What follows belongs to an exercise in optimizing a design on an open flow for small area and a short achievable clock period; a production flow would make more cautious choices.
Function was checked by simulation only, so behaviour that the tests miss may differ from the original.
Power is estimated from default activity; no workload was simulated.

run A:
// conv3x3_fp32
module conv3x3_fp32(
    input         clk,
    input         resetn,
    input         valid_in,
    input  [31:0] data,
    input  [31:0] w1, w2, w3, w4, w5, w6, w7, w8, w9,
    output        valid_out,
    output [31:0] data_out
);
==> flow/config.mk <==
export PLATFORM = sky130hd
export DESIGN_NAME = conv3x3_fp32
export DESIGN_NICKNAME = conv3x3_fp32
export VERILOG_FILES = /design/flow/design.v
export SDC_FILE = /design/flow/constraint.sdc
export NUM_CORES = 8
export LEC_CHECK = 0
export CAP_MARGIN = 30
export CORE_MARGIN = 2
export CORE_UTILIZATION = 55
export SETUP_SLACK_MARGIN = 4.6
export SLEW_MARGIN = 20
==> flow/constraint.sdc <==
create_clock -name core_clock -period 8.0 [get_ports {clk}]
set_input_delay 1.6000 -clock core_clock [delete_from_list [all_inputs] [get_ports {clk}]]
set_output_delay 1.6000 -clock core_clock [all_outputs]
set_load 0.01 [all_outputs]
standard.sh (not shown) runs the stock make flow with config.mk's settings and CLKGATE_MAP_FILE= SYNTH_SCRIPT=/design/flow/synth_recipe.tcl, a recipe that flattens the netlist after the stock synthesis.
==> flow/flow/run.sh <==
#!/bin/bash
set -euo pipefail
export BUFFER_PORTS_ARGS="-buffer_cell sky130_fd_sc_hd__buf_4"
bash standard.sh > standard_flow.log 2>&1
What run C does differently from run A at the input level:
# run A
export LEC_CHECK = 0
export CAP_MARGIN = 30
export CORE_MARGIN = 2
export CORE_UTILIZATION = 55
export SETUP_SLACK_MARGIN = 4.6
export SLEW_MARGIN = 20
create_clock -name core_clock -period 8.0 [get_ports {clk}]
# run C
export LEC_CHECK = 0
export CAP_MARGIN = 30
export CORE_MARGIN = 2
export CORE_UTILIZATION = 55
export SETUP_SLACK_MARGIN = 4.2
export SLEW_MARGIN = 20
create_clock -name core_clock -period 8.0 [get_ports {clk}]
==> flow/run.sh (new file) <==
#!/bin/bash
# synth_recipe.tcl (not shown) runs the flow's synth.tcl, then flattens the netlist and writes it again
# the make line also repeats each setting of config.mk as NAME=value (left out here)
make -C /OpenROAD-flow-scripts/flow DESIGN_CONFIG=/design/flow/config.mk WORK_HOME=/design/flow/orfs CLKGATE_MAP_FILE= SYNTH_SCRIPT=/design/flow/synth_recipe.tcl finish
removed: flow/flow/run.sh
removed: flow/standard.sh
[summary]
Of run C and run A, the higher power of the clock network belongs to run A. From run A to run C, number of flops mapped to enable cells by yosys did not move at all. The final reports for run C and run A show fill cell instance count of the final layout higher in the former. STATUS switching power of the nets: run C wins against run A. Largest stage delay on the critical path, run C and run A, lower one = run A. Run C: detail-routed via count per cell about 0.9% below run A. Run A → run C: count of nets after finishing dropped 302; logic gate share of total power dropped 1.3 points. Of run C and run A, the run reporting the lower setup slack was run A. Largest fanout of any net on the critical path: lower on run A.

---

Setup of build 15:
Another version of the RTL of conv3x3_fp32 (not shown whole).
For scale: roughly 5,900 flip-flops, about 360 I/O pins, roughly 310,000 µm² of cells after synthesis.
==> flow/design.v (excerpt) <==
module conv3x3_fp32(
    input         clk,
    input         resetn,
    input         valid_in,
    input  [31:0] data,
    input  [31:0] w1, w2, w3, w4, w5, w6, w7, w8, w9,
    output        valid_out,
    output [31:0] data_out
);
  reg [3:0] col, row;
  always @(posedge clk or negedge resetn) begin
    if (!resetn) begin col <= 4'd0; row <= 4'd0; end
    else if (valid_in) begin
      if (col == 4'd13) begin col <= 4'd0; row <= (row == 4'd13) ? 4'd0 : row + 4'd1; end
      else col <= col + 4'd1;
    end
  end
  wire win = valid_in & (row >= 4'd2) & (col >= 4'd2);
  reg [20:0] vp;
  always @(posedge clk or negedge resetn) begin
    if (!resetn) vp <= 21'd0;
    else vp <= {vp[19:0], win};
  end
  assign valid_out = vp[20];
  wire [4:0] de = (data[30:23] == 8'd0) ? 5'd0 : data[27:23] + 5'd17;
  wire [28:0] din = {data[31], de, data[22:0]};
  reg [28:0] lb [1:31];
  integer k;
  always @(posedge clk) if (valid_in) begin
    lb[1] <= din;
    for (k = 2; k <= 31; k = k + 1) lb[k] <= lb[k-1];
  end
  wire [22:0] wm1 = w1[22:0];
  wire [22:0] wm2 = w2[22:0];
  wire [22:0] wm3 = w3[22:0];
  wire [22:0] wm4 = w4[22:0];
  wire [22:0] wm5 = w5[22:0];
  wire [22:0] wm6 = w6[22:0];
  wire [22:0] wm7 = w7[22:0];
  wire [22:0] wm8 = w8[22:0];
  wire [22:0] wm9 = w9[22:0];
  reg [28:0] p1d [1:12];
  always @(posedge clk) begin
    p1d[1] <= lb[31];
    for (k = 2; k <= 12; k = k + 1) p1d[k] <= p1d[k-1];
  end
  wire [31:0] P1;
  cmul u_m1(.clk(clk), .xm(p1d[12][22:0]), .xe(p1d[12][27:23]), .xs(p1d[12][28]), .wm(wm1), .we(w1[30:23]), .ws(w1[31]), .p(P1));
  wire [31:0] P2;
  ...
make LEC_CHECK=0 CAP_MARGIN=30 CORE_MARGIN=2 CORE_UTILIZATION=55 SETUP_SLACK_MARGIN=4.6 SLEW_MARGIN=20 finish   # period 8.0 ns
run.sh (not shown) runs the stock make flow with config.mk's settings and CLKGATE_MAP_FILE= SYNTH_SCRIPT=/design/flow/synth_recipe.tcl, a recipe that flattens the netlist after the stock synthesis.
Stock flow here: none of the scripts above is used.
Edits applied to the flow inputs when going from build 15 to build 28:
Settings: SETUP_SLACK_MARGIN changed from 4.6 to 4.2.
--- outcome ---
- Looking at the reports, build 28 completed the entire flow and the layout it produced met the timing, DRC and antenna checks.
- Cell count: build 28 lower than build 15
- Against build 15, build 28 comes in 44 mm lower on wire length of the first global-routing pass.
- Build 28 -> build 15: share of synthesized cell area in and, or, nand and nor gates delta 0, exact match
- Of build 28 and build 15, the run reporting the lower worst setup slack was build 28.
- When build 28 is measured against build 15, its routed wire length turns out about 4.6% lower.
- Relative contribution of sequential cells to total power was lower in build 15 than in build 28.
- Build 28 does worse than build 15 on highest attainable clock frequency.
- Compared with build 15, build 28 shows global-route usage lower by 1.2 points.
- Comparing design area for build 28 and build 15, the bigger number came from build 15.
Input-level comparison between build 52 and build 28:
Settings: CTS_BUF_LIST: unset -> sky130_fd_sc_hd__clkbuf_4.
Findings:
- TritonCTS buffer count, build 28 and build 52: smaller value in build 28
- Build 28 → build 52: share of total power in sequential cells moved up; instance count after placement with tap cells included was more or less identical; total power now sits lower.
- Looking only at total met2 wirelength after detailed routing, and setting everything else aside, the higher value of build 28 and build 52 goes to build 28.
- Looking at stage delay of the slowest cell on the critical path, build 52 sits above build 28.
- Summary — leakage component of the power, build 52 relative to build 28: lower, by 0.83%.
- Per the comparison of build 52 with build 28, post-detailed-routing wire length lower; cell count rose by 1,228.

---

Setup of north:
conv3x3_fp32, a different RTL version from the one above (not shown whole).
// conv3x3_fp32
module conv3x3_fp32(
    input         clk,
    input         resetn,
    input         valid_in,
    input  [31:0] data,
    input  [31:0] w1, w2, w3, w4, w5, w6, w7, w8, w9,
    output        valid_out,
    output [31:0] data_out
);
  reg [3:0] col, row;
  always @(posedge clk or negedge resetn) begin
    if (!resetn) begin col <= 4'd0; row <= 4'd0; end
    else if (valid_in) begin
      if (col == 4'd13) begin col <= 4'd0; row <= (row == 4'd13) ? 4'd0 : row + 4'd1; end
      else col <= col + 4'd1;
    end
  end
  wire win = valid_in & (row >= 4'd2) & (col >= 4'd2);
  reg [19:0] vp;
  always @(posedge clk or negedge resetn) begin
    if (!resetn) vp <= 20'd0;
    else vp <= {vp[18:0], win};
  end
  assign valid_out = vp[19];
  wire [4:0] de = (data[30:23] == 8'd0) ? 5'd0 : data[27:23] + 5'd17;
  wire [28:0] din = {data[31], de, data[22:0]};
  reg [28:0] lb [1:31];
  integer k;
  always @(posedge clk) if (valid_in) begin
    lb[1] <= din;
    for (k = 2; k <= 31; k = k + 1) lb[k] <= lb[k-1];
  end
  wire [22:0] wm1 = w1[22:0];
  wire [22:0] wm2 = w2[22:0];
  wire [22:0] wm3 = w3[22:0];
  wire [22:0] wm4 = w4[22:0];
  wire [22:0] wm5 = w5[22:0];
  wire [22:0] wm6 = w6[22:0];
  wire [22:0] wm7 = w7[22:0];
  ...
==> flow/config.mk <==
export PLATFORM = sky130hd
export DESIGN_NAME = conv3x3_fp32
export DESIGN_NICKNAME = conv3x3_fp32
export VERILOG_FILES = /design/flow/design.v
export SDC_FILE = /design/flow/constraint.sdc
export NUM_CORES = 8
export LEC_CHECK = 0
export CAP_MARGIN = 30
export CORE_MARGIN = 2
export CORE_UTILIZATION = 55
export CTS_CLUSTER_DIAMETER = 90
export CTS_CLUSTER_SIZE = 28
export SETUP_SLACK_MARGIN = 4.4
export SLEW_MARGIN = 20
==> flow/constraint.sdc <==
create_clock -name core_clock -period 8.0 [get_ports {clk}]
set_input_delay 1.6000 -clock core_clock [delete_from_list [all_inputs] [get_ports {clk}]]
set_output_delay 1.6000 -clock core_clock [all_outputs]
set_load 0.01 [all_outputs]
standard.sh (not shown) runs the stock make flow with config.mk's settings and CLKGATE_MAP_FILE= SYNTH_SCRIPT=/design/flow/synth_recipe.tcl, a recipe that flattens the netlist after the stock synthesis.
==> flow/flow/run.sh <==
#!/bin/bash
set -euo pipefail
export BUFFER_PORTS_ARGS="-buffer_cell sky130_fd_sc_hd__buf_4"
bash standard.sh > standard_flow.log 2>&1
Looking at the reports, north completed the entire flow and the layout it produced met the timing, DRC and antenna checks.
For south, these inputs were changed with respect to north:
diff --git a/flow/config.mk b/flow/config.mk
--- a/flow/config.mk
+++ b/flow/config.mk
@@ -6,9 +6,7 @@
 export NUM_CORES = 8
 export LEC_CHECK = 0
-export CAP_MARGIN = 30
+export CAP_MARGIN = 5
 export CORE_MARGIN = 2
 export CORE_UTILIZATION = 55
-export CTS_CLUSTER_DIAMETER = 90
-export CTS_CLUSTER_SIZE = 28
 export SETUP_SLACK_MARGIN = 4.4
-export SLEW_MARGIN = 20
+export SLEW_MARGIN = 5
==> notes.md <==
- Finished, but not clean: south, with max-capacitance violations, max-slew violations.
- south ended with more wire length of the first global-routing pass than north.
- Lower number of instances resized during post-cts repair among south and north: north
- The global-route usage reported for south is greater than that of north by 0.46 points.
- south against north: number of antenna violations at the first check in global routing has decreased, slew of the pin with the lowest slew margin grew by 0.49 ns, cell-internal power picked up an extra about 10%.
- Clock transition at the registers of the reported paths for south: 0.05 ns down relative to north
- Looking only at worst setup timing slack at the placement stage, and setting everything else aside, the higher value of south and north goes to north.
diff inputs: south => east
diff --git a/flow/config.mk b/flow/config.mk
--- a/flow/config.mk
+++ b/flow/config.mk
@@ -6,7 +6,8 @@
 export NUM_CORES = 8
 export LEC_CHECK = 0
-export CAP_MARGIN = 5
+export CAP_MARGIN = 30
 export CORE_MARGIN = 2
 export CORE_UTILIZATION = 55
-export SETUP_SLACK_MARGIN = 4.4
-export SLEW_MARGIN = 5
+export PLACE_DENSITY = 0.72
+export SETUP_SLACK_MARGIN = 4.2
+export SLEW_MARGIN = 20
Findings:
east ran to completion and came out clean on the timing, DRC and antenna checks. Number of placed instances with taps included across east and south: no real change. Changes observed in east relative to south: met2 capacity usage during global routing shows a reduction of 2.5 points; sequential standard cell area comparable; routability congestion estimate from global placement rose by 0.031.
--- input diff east..west ---
diff --git a/flow/config.mk b/flow/config.mk
--- a/flow/config.mk
+++ b/flow/config.mk
@@ -9,5 +9,4 @@
 export CORE_MARGIN = 2
 export CORE_UTILIZATION = 55
-export PLACE_DENSITY = 0.72
 export SETUP_SLACK_MARGIN = 4.2
 export SLEW_MARGIN = 20
### Flow results
Number of global-route vias before repair in west is 2.0% lower than in east. Compared with east, quantity of gates resized following cts in west decreased by more than 10%. Sequential share of layout area essentially unchanged between east and west. Per the comparison of west with east, area of the multi-input gates held; sum of buffers and inverters on the critical path went down 1; worst setup timing slack at the placement stage went down 0.076 ns. Total of clock buffers placed in the layout ends up lower on west. Post-synth net total came out exactly the same in west and east. From east to west the numbers moved as follows: via count down 1.5%; non-clock buffering overhead in the final layout flat.
Input changes introduced in middle (baseline for comparison: west):
diff --git a/flow/config.mk b/flow/config.mk
--- a/flow/config.mk
+++ b/flow/config.mk
@@ -6,4 +6,5 @@
 export NUM_CORES = 8
 export LEC_CHECK = 0
+export ABC_AREA = 1
 export CAP_MARGIN = 30
 export CORE_MARGIN = 2
### Flow results
The core of middle is more densely filled than that of west.
Against west, middle comes in 0.3 points lower on logic gate share of total power.
middle vs. west: synthesized cell count increased by about 7% relative to the old numbers; clock group share of total power grew by 0.7 points; total power consumption of the routed design essentially unchanged; worst hold slack went up by 0.011 ns.
The origin of the worst setup path comes out w5[15] in one run and lb[17][11] in the other, namely in middle and west respectively.
Diff west -> middle: post-synthesis compound-gate area fraction decreased 2.0 points, global-route usage over all layers +1.7 points, first-pass GRT wire length increased 3.0%.
Core area delta (middle − west): favourable
Global-route track usage on met1 ends up higher on middle.

---

conv3x3_fp32, a different RTL version from the one above (not shown whole).
Size: roughly 28,000 cells after synthesis, roughly 360 I/O pins, roughly 310,000 µm² of cells after synthesis.
==> flow/design.v (excerpt) <==
module conv3x3_fp32(
    input         clk,
    input         resetn,
    input         valid_in,
    input  [31:0] data,
    input  [31:0] w1, w2, w3, w4, w5, w6, w7, w8, w9,
    output        valid_out,
    output [31:0] data_out
);
  reg [3:0] col, row;
  always @(posedge clk or negedge resetn) begin
    if (!resetn) begin col <= 4'd0; row <= 4'd0; end
    else if (valid_in) begin
      if (col == 4'd13) begin col <= 4'd0; row <= (row == 4'd13) ? 4'd0 : row + 4'd1; end
      else col <= col + 4'd1;
    end
  end
  wire win = valid_in & (row >= 4'd2) & (col >= 4'd2);
  reg [19:0] vp;
  always @(posedge clk or negedge resetn) begin
    if (!resetn) vp <= 20'd0;
    else vp <= {vp[18:0], win};
  end
  assign valid_out = vp[19];
  wire [4:0] de = (data[30:23] == 8'd0) ? 5'd0 : data[27:23] + 5'd17;
  wire [28:0] din = {data[31], de, data[22:0]};
  reg [28:0] lb [1:31];
  integer k;
  always @(posedge clk) if (valid_in) begin
    lb[1] <= din;
    for (k = 2; k <= 31; k = k + 1) lb[k] <= lb[k-1];
  end
  reg [22:0] wm1; always @(posedge clk) wm1 <= w1[22:0];
  reg [22:0] wm2; always @(posedge clk) wm2 <= w2[22:0];
  reg [22:0] wm3; always @(posedge clk) wm3 <= w3[22:0];
  reg [22:0] wm4; always @(posedge clk) wm4 <= w4[22:0];
  reg [22:0] wm5; always @(posedge clk) wm5 <= w5[22:0];
  reg [22:0] wm6; always @(posedge clk) wm6 <= w6[22:0];
  reg [22:0] wm7; always @(posedge clk) wm7 <= w7[22:0];
  reg [22:0] wm8; always @(posedge clk) wm8 <= w8[22:0];
  reg [22:0] wm9; always @(posedge clk) wm9 <= w9[22:0];
  ...
Settings: LEC_CHECK=0, CAP_MARGIN=30, CORE_MARGIN=2, CORE_UTILIZATION=55, SETUP_SLACK_MARGIN=3.6, SLEW_MARGIN=20; clock period 8.0 ns.
run.sh (not shown) runs the stock make flow with config.mk's settings and CLKGATE_MAP_FILE= SYNTH_SCRIPT=/design/flow/synth_recipe.tcl, a recipe that flattens the netlist after the stock synthesis.
Stock flow here: none of the scripts above is used.
The first run passed the timing, DRC and antenna checks.
Then changed:
Settings changed: SETUP_SLACK_MARGIN 3.6 to 4.8.
What happened:
- synthesized area is unchanged
- critical path depth rose by 6
- non-clock buffer count goes up by 1205
- global-route usage rose by 1.9 points
- clock skew hardly moves

---

## pepper
conv3x3_fp32 with an RTL version that a note above also has.
For scale: about 28,000 cells after synthesis, ~4,600 flip-flops, ~360 I/O pins, roughly 0.28 mm² of cells after synthesis.
Settings: LEC_CHECK=0, CAP_MARGIN=30, CORE_MARGIN=2, CORE_UTILIZATION=55, CTS_CLUSTER_DIAMETER=100, CTS_CLUSTER_SIZE=25, SETUP_SLACK_MARGIN=4.4, SLEW_MARGIN=20; clock period 8.0 ns.
standard.sh (not shown) runs the stock make flow with config.mk's settings and CLKGATE_MAP_FILE= SYNTH_SCRIPT=/design/flow/synth_recipe.tcl, a recipe that flattens the netlist after the stock synthesis.
Scripts as last shown in full above: flow/flow/run.sh
pepper: done, clean on timing, DRC and antenna
Setup changes, pepper to sierra
diff --git a/flow/config.mk b/flow/config.mk
--- a/flow/config.mk
+++ b/flow/config.mk
@@ -10,5 +10,5 @@
 export CORE_UTILIZATION = 55
-export CTS_CLUSTER_DIAMETER = 100
-export CTS_CLUSTER_SIZE = 25
-export SETUP_SLACK_MARGIN = 4.4
+export CTS_CLUSTER_DIAMETER = 80
+export CTS_CLUSTER_SIZE = 30
+export SETUP_SLACK_MARGIN = 4.2
 export SLEW_MARGIN = 20
### Flow results
sierra | stages: all done | timing, DRC, antenna: all pass
sierra reports a lower area occupied by multi-input gates than pepper does.
[compare] base=pepper new=sierra: number of inserted diodes rose 1, post-layout instance count excluding filler cells went down 123, post-route minimum period saw an increase.
The core utilization number comes out higher for pepper vs sierra.
Comparing pepper against sierra, there is no change at all in proportion of register bits with asynchronous set or reset after synthesis.
Comparing sierra and pepper, the lower sum of buffers and inverters on the critical path is on sierra.
Cmp sierra and pepper / setup slack / higher: pepper
Height of the chip came out exactly the same in sierra and pepper.
Comparing pepper with sierra, the global-route usage came out essentially unchanged.
Relative to sierra, the following input files were edited for quartz:
diff --git a/flow/config.mk b/flow/config.mk
--- a/flow/config.mk
+++ b/flow/config.mk
@@ -10,5 +10,3 @@
 export CORE_UTILIZATION = 55
-export CTS_CLUSTER_DIAMETER = 80
-export CTS_CLUSTER_SIZE = 30
-export SETUP_SLACK_MARGIN = 4.2
+export SETUP_SLACK_MARGIN = 4.6
 export SLEW_MARGIN = 20
--- outcome ---
quartz completed every stage of the flow, and the final layout passed the timing, DRC and antenna checks.
What quartz reported for overall power consumption has to be multiplied by 0.911 to get the figure for sierra.
Worst hold slack in quartz is 0.017 ns lower than in sierra
quartz reports a higher worst setup slack than sierra does.
Slowest cell on the critical path: ha_1 -> sierra, fa_2 -> quartz
The inputs of yarrow differ from those of quartz as listed below.
diff --git a/flow/config.mk b/flow/config.mk
--- a/flow/config.mk
+++ b/flow/config.mk
@@ -10,3 +10,5 @@
 export CORE_UTILIZATION = 55
-export SETUP_SLACK_MARGIN = 4.6
+export CTS_CLUSTER_DIAMETER = 60
+export CTS_CLUSTER_SIZE = 30
+export SETUP_SLACK_MARGIN = 4.4
 export SLEW_MARGIN = 20
### Flow results
- Changes observed in yarrow relative to quartz: wire length on met3 shrank by 9.0 mm, number of ordinary inverters in the final layout held steady.
- Diff yarrow..quartz | die area | unchanged
- Compared with quartz, the router placed fewer vias in yarrow.
- Comparing yarrow and quartz, the higher part of the power in registers is on yarrow.
--- input diff yarrow..indigo ---
diff --git a/flow/config.mk b/flow/config.mk
--- a/flow/config.mk
+++ b/flow/config.mk
@@ -10,5 +10,3 @@
 export CORE_UTILIZATION = 55
-export CTS_CLUSTER_DIAMETER = 60
-export CTS_CLUSTER_SIZE = 30
-export SETUP_SLACK_MARGIN = 4.4
+export SETUP_SLACK_MARGIN = 4.8
 export SLEW_MARGIN = 20
==> notes.md <==
indigo: done, clean on timing, DRC and antenna
yarrow → indigo: number of fill cells now sits lower, length of routed wiring on met1 now sits higher, worst setup slack now sits lower, routed wire length now sits higher, layout clock buffer count now sits higher.
yarrow ended up with u_m9.t1_341$_DFF_P_ as its end point of the critical path; indigo ended up with u_m2.t1_359$_DFF_P_.
| final core utilization | lower: yarrow |
Taking yarrow as the reference, in indigo via count rose about 4%, minimum clock period after layout rose 0.0058 ns, maximum resistive drop on vdd rose about 1.5%, power dissipated in sequential cells about even.
Diff yarrow..indigo | count of standard-cell rows | unchanged
Inputs modified between indigo and harbor:
diff --git a/flow/config.mk b/flow/config.mk
--- a/flow/config.mk
+++ b/flow/config.mk
@@ -10,3 +10,3 @@
 export CORE_UTILIZATION = 55
-export SETUP_SLACK_MARGIN = 4.8
+export SETUP_SLACK_MARGIN = 4.4
 export SLEW_MARGIN = 20
==> comparison <==
Taking indigo as the reference, in harbor final net count fell about 3%, wire length after detailed routing down 62 mm. | post-detailed-route wirelength per cell | lower: harbor |. Against indigo, largest net degree at the start of global routing in harbor fell by more than a quarter.

==> re-timing with driven ports <==
The results above use ideal ports. As a check the final layouts listed here were re-extracted and re-timed, cells and wires unchanged.
Step 1 sets driving cells, clkbuf_16 on the clock port and buf_2 on the other inputs (assumed; they add their load-dependent delay and slew).
Step 2 times the ports against the registers' clock, not the clock port: input delays grow and output delays shrink by t, the midpoint of the rising clock arrivals with the driver on.
a / b / c = ideal / step 1 / step 2; a / b = the first two.
run | t, ns | slack for setup (ns) | worst hold slack (ns) | worst setup path after step 2 | worst data-port slew with drivers (ns)
run A | 1.223 | 4.122 / 4.112 / 2.889 | 0.280 / 0.280 / 0.280 | input to register | 0.28
run C | 1.219 | 4.201 / 4.136 / 2.917 | 0.310 / 0.310 / 0.310 | input to register | 0.28
build 15 | 1.225 | 4.259 / 4.152 / 2.926 | 0.298 / 0.298 / 0.298 | input to register | 0.31
build 28 | 1.215 | 4.223 / 4.170 / 2.955 | 0.301 / 0.301 / 0.301 | input to register | 0.32
build 52 | 1.906 | 4.016 / 3.935 / 2.029 | 0.242 / 0.150 / 0.242 | input to register | 0.31
north | 1.113 | 4.360 / 4.327 / 3.215 | 0.298 / 0.298 / 0.298 | input to register | 0.28
south | 1.151 | 4.425 / 4.329 / 3.178 | 0.293 / 0.293 / 0.293 | input to register | 0.30
east | 1.141 | 4.276 / 4.276 / 3.307 | 0.314 / 0.314 / 0.314 | input to register | 0.29
west | 1.157 | 4.287 / 4.287 / 3.211 | 0.276 / 0.276 / 0.276 | input to register | 0.29
middle | 1.139 | 4.060 / 4.097 / 2.958 | 0.287 / 0.287 / 0.287 | input to register | 0.26
the first run of note 4 | 1.217 | 3.770 / 3.770 / 3.457 | 0.317 / 0.317 / 0.317 | input to register | 0.43
the second run of note 4 | 1.220 | 4.061 / 4.061 / 3.827 | 0.290 / 0.290 / 0.290 | input to register | 0.20
pepper | 1.111 | 4.371 / 4.272 / 3.161 | 0.276 / 0.276 / 0.276 | input to register | 0.30
sierra | 1.091 | 4.254 / 4.254 / 3.253 | 0.308 / 0.308 / 0.308 | input to register | 0.28
quartz | 1.144 | 4.337 / 4.333 / 3.189 | 0.292 / 0.292 / 0.292 | input to register | 0.34
yarrow | 1.139 | 4.396 / 4.335 / 3.195 | 0.275 / 0.275 / 0.275 | input to register | 0.29
indigo | 1.145 | 4.390 / 4.390 / 3.263 | 0.289 / 0.289 / 0.289 | input to register | 0.29
harbor | 1.144 | 4.409 / 4.338 / 3.194 | 0.281 / 0.281 / 0.281 | input to register | 0.28
For build 52, which loses most, drivers alone change the setup slack by -0.081 ns; drivers and shift together by -1.987 ns.
